Background: an optimization exercise with open tools, aiming at small area and a short achievable clock period. Do not read the settings as production practice.
RTL that was checked went through simulation tests only; none was proved equivalent to the original.

==> run E <==
## MAC
module MAC #(parameter ABIT = 16, BBIT = 16, EBIT = 8)
(
	i_clk,
	i_a, i_b, i_loadVal,
	i_load, i_add, i_useMul,
	o_result
);
Settings: LEC_CHECK=0, CAP_MARGIN=20, CORE_MARGIN=2, CORE_UTILIZATION=60, SLEW_MARGIN=20; clock period 12.0 ns.
standard.sh (not shown) runs the stock make flow with config.mk's settings and CLKGATE_MAP_FILE= SYNTH_SCRIPT=/design/flow/synth_recipe.tcl, a recipe that flattens the netlist after the stock synthesis.
==> flow/flow/run.sh <==
#!/bin/bash
set -euo pipefail
export BUFFER_PORTS_ARGS="-buffer_cell sky130_fd_sc_hd__buf_2"
export SETUP_SLACK_MARGIN=6.5
bash standard.sh > standard.log 2>&1
==> inputs of run X, as changes to run E <==
--- a/flow/design.v
+++ b/flow/design.v
@@ -7,15 +7,15 @@
 );
 	input i_clk, i_load, i_add, i_useMul;
 	input signed [15:0] i_a;
 	input signed [15:0] i_b;
 	input signed [39:0] i_loadVal;
 	output signed [39:0] o_result;
   reg [39:0] S;
-  reg [27:0] C;   
+  reg [31:0] C;   
   wire one1;
   wire two2;
   wire neg3;
   wire pp4;
   wire pp5;
   wire pp6;
   wire pp7;
@@ -698,38 +698,38 @@
   assign base195 = i_load ? i_loadVal[34] : o_result[34];
   assign base196 = i_load ? i_loadVal[35] : o_result[35];
   assign base197 = i_load ? i_loadVal[36] : o_result[36];
   assign base198 = i_load ? i_loadVal[37] : o_result[37];
   assign base199 = i_load ? i_loadVal[38] : o_result[38];
   assign base200 = i_load ? i_loadVal[39] : o_result[39];
   assign btop201 = {base200, base199, base198, base197, base196, base195, base194, base193} + 8'd255;
-  assign n202 = base161 ^ neg3 ^ pp4;
-  assign n203 = (base161 & neg3) | (base161 & pp4) | (neg3 & pp4);
-  assign n204 = base162 ^ pp5 ^ n203;
-  assign n205 = (base162 & pp5) | (base162 & n203) | (pp5 & n203);
+  assign n202 = base161 ^ neg3;
+  assign n203 = base161 & neg3;
+  assign n204 = base162 ^ n203;
+  assign n205 = base162 & n203;
   assign n206 = base163 ^ neg23 ^ pp6;
   assign n207 = (base163 & neg23) | (base163 & pp6) | (neg23 & pp6);
-  assign n208 = pp24 ^ n206 ^ n205;
-  assign n209 = (pp24 & n206) | (pp24 & n205) | (n206 & n205);
+  assign n208 = pp24 ^ n205;
+  assign n209 = pp24 & n205;
   assign n210 = base164 ^ pp7 ^ pp25;
   assign n211 = (base164 & pp7) | (base164 & pp25) | (pp7 & pp25);
-  assign n212 = n207 ^ n210 ^ n209;
-  assign n213 = (n207 & n210) | (n207 & n209) | (n210 & n209);
+  assign n212 = n209 ^ n207;
+  assign n213 = n209 & n207;
   assign n214 = base165 ^ neg43 ^ pp8;
   assign n215 = (base165 & neg43) | (base165 & pp8) | (neg43 & pp8);
   assign n216 = pp26 ^ pp44 ^ n211;
   assign n217 = (pp26 & pp44) | (pp26 & n211) | (pp44 & n211);
-  assign n218 = n214 ^ n216;
-  assign n219 = n214 & n216;
+  assign n218 = n214 ^ n213;
+  assign n219 = n214 & n213;
   assign n220 = base166 ^ pp9 ^ pp27;
   assign n221 = (base166 & pp9) | (base166 & pp27) | (pp9 & pp27);
   assign n222 = pp45 ^ n215 ^ n220;
   assign n223 = (pp45 & n215) | (pp45 & n220) | (n215 & n220);
-  assign n224 = n217 ^ n222;
-  assign n225 = n217 & n222;
+  assign n224 = n217 ^ n219;
+  assign n225 = n217 & n219;
   assign n226 = base167 ^ neg63 ^ pp10;
   assign n227 = (base167 & neg63) | (base167 & pp10) | (neg63 & pp10);
   assign n228 = pp28 ^ pp46 ^ pp64;
   assign n229 = (pp28 & pp46) | (pp28 & pp64) | (pp46 & pp64);
   assign n230 = n221 ^ n226 ^ n228;
   assign n231 = (n221 & n226) | (n221 & n228) | (n226 & n228);
   assign n232 = n223 ^ n230;
@@ -986,13 +986,13 @@
   assign n483 = base190 | pp159;
   assign n484 = n482 ^ n479;
   assign n485 = n482 & n479;
   assign n486 = base191 ^ pp160 ^ n483;
   assign n487 = (base191 & pp160) | (base191 & n483) | (pp160 & n483);
   assign n488 = ~(base192 ^ n487);
   assign n489 = base192 | n487;
-  assign o_result = S + {1'b0, 1'b0, 1'b0, 1'b0, 1'b0, 1'b0, 1'b0, C[27], 1'b0, C[26], C[25], C[24], C[23], C[22], C[21], C[20], C[19], C[18], C[17], C[16], C[15], C[14], C[13], C[12], C[11], C[10], C[9], C[8], C[7], C[6], C[5], C[4], C[3], C[2], C[1], C[0], 1'b0, 1'b0, 1'b0, 1'b0};
+  assign o_result = S + {1'b0, 1'b0, 1'b0, 1'b0, 1'b0, 1'b0, 1'b0, C[31], 1'b0, C[30], C[29], C[28], C[27], C[26], C[25], C[24], C[23], C[22], C[21], C[20], C[19], C[18], C[17], C[16], C[15], C[14], C[13], C[12], C[11], C[10], C[9], C[8], C[7], C[6], C[5], C[4], C[3], C[2], C[1], C[0]};
   always @(posedge i_clk) begin
-    S <= {btop201[7], btop201[6], btop201[5], btop201[4], btop201[3], btop201[2], btop201[1], btop201[0], n488, n485, n484, n477, n476, n465, n464, n449, n448, n429, n428, n405, n391, n377, n361, n345, n329, n313, n299, n285, n282, n261, n251, n248, n238, n225, n219, n218, n212, n208, n204, n202};
-    C <= {n489, n486, n481, n480, n471, n470, n457, n456, n439, n438, n417, n416, n404, n390, n376, n360, n344, n328, n312, n298, n284, n272, n260, n250, n240, n232, n224, n213};
+    S <= {btop201[7], btop201[6], btop201[5], btop201[4], btop201[3], btop201[2], btop201[1], btop201[0], n488, n485, n484, n477, n476, n465, n464, n449, n448, n429, n428, n405, n391, n377, n361, n345, n329, n313, n299, n285, n282, n261, n251, n248, n238, n225, n222, n216, n210, n208, pp5, n202};
+    C <= {n489, n486, n481, n480, n471, n470, n457, n456, n439, n438, n417, n416, n404, n390, n376, n360, n344, n328, n312, n298, n284, n272, n260, n250, n240, n232, n224, n218, n212, n206, n204, pp4};
   end
 endmodule
==> flow/flow/run.sh (replaced) <==
#!/bin/bash
set -euo pipefail
export BUFFER_PORTS_ARGS="-buffer_cell sky130_fd_sc_hd__buf_2"
bash standard.sh > standard.log 2>&1
==> qor summary <==
| quantity | run E | run X |
|---|---|---|
| Filler cell count | 1,298 | 1,478 |
| HPWL after detailed placement | 20,390 µm | 21,220 µm |
| Routed length on met2 | 13,190 µm | 12,020 µm |
| Proportion of synthesized area in mux cells | 0.04560 | 0.05666 |
| Share of the yosys chip area belonging to registers | 0.1330 | 0.1410 |
| Synthesized net count | 1,411 | 1,400 |
| Run status | no timing/DRC/antenna violations | no timing/DRC/antenna violations |
| Number of vias per cell | 5.946 | 5.863 |
| Area used by sequential logic in the layout | 1361 µm² | 1441 µm² |
| Count of non-filler cells in the finished layout | 1,495 | 1,406 |
| Post-route met1 wirelength | 12,650 µm | 12,960 µm |
| Met3 wire length | 2506 µm | 1930 µm |
| Global routing usage summed across all routing layers | 0.3227 | 0.3155 |
| Capturing point of the worst reg2reg path | C[12] | C[22] |
| Share of the synthesized area in the top cell type | 0.2269 | 0.2213 |
| Nets | 1,519 | 1,435 |
| Endpoint of the worst hold-timing path | S[0] | S[39] |
| First-pass GRT wire length | 45,180 µm | 43,830 µm |
| Post-layout utilization of the core | 0.7384 | 0.6663 |
| Area share of xor/xnor cells in the synthesized design | 0.1606 | 0.1636 |
No functional check of the RTL was part of run X.

-- re-timing with driven ports --
No port has a modelled driver above. Below, the same layouts with a new extraction and two added sets of constraints. Step 1, drivers: a clkbuf_16 drives i_clk and a buf_2 each remaining input, both assumed. Step 2 moves the port delays by t, midway between the first and last clock arrival at a register: inputs arrive t later, outputs are due t later. That takes back most of the time a late clock gives input paths. Slacks: ideal ports / drivers / drivers and shift; pairs: ideal ports / drivers.
run	t, ns	setup WS [ns]	worst setup path after step 2	slew at the worst register clock pin (ns)
run E	0.389	6.555 / 6.578 / 6.189	input to register	0.06 / 0.06
run X	0.390	5.473 / 5.502 / 5.112	input to register	0.06 / 0.06
After both steps every run listed still meets setup and hold. The setup slack of run E, which loses most, moves by +0.023 ns with the drivers and by -0.366 ns with both steps.
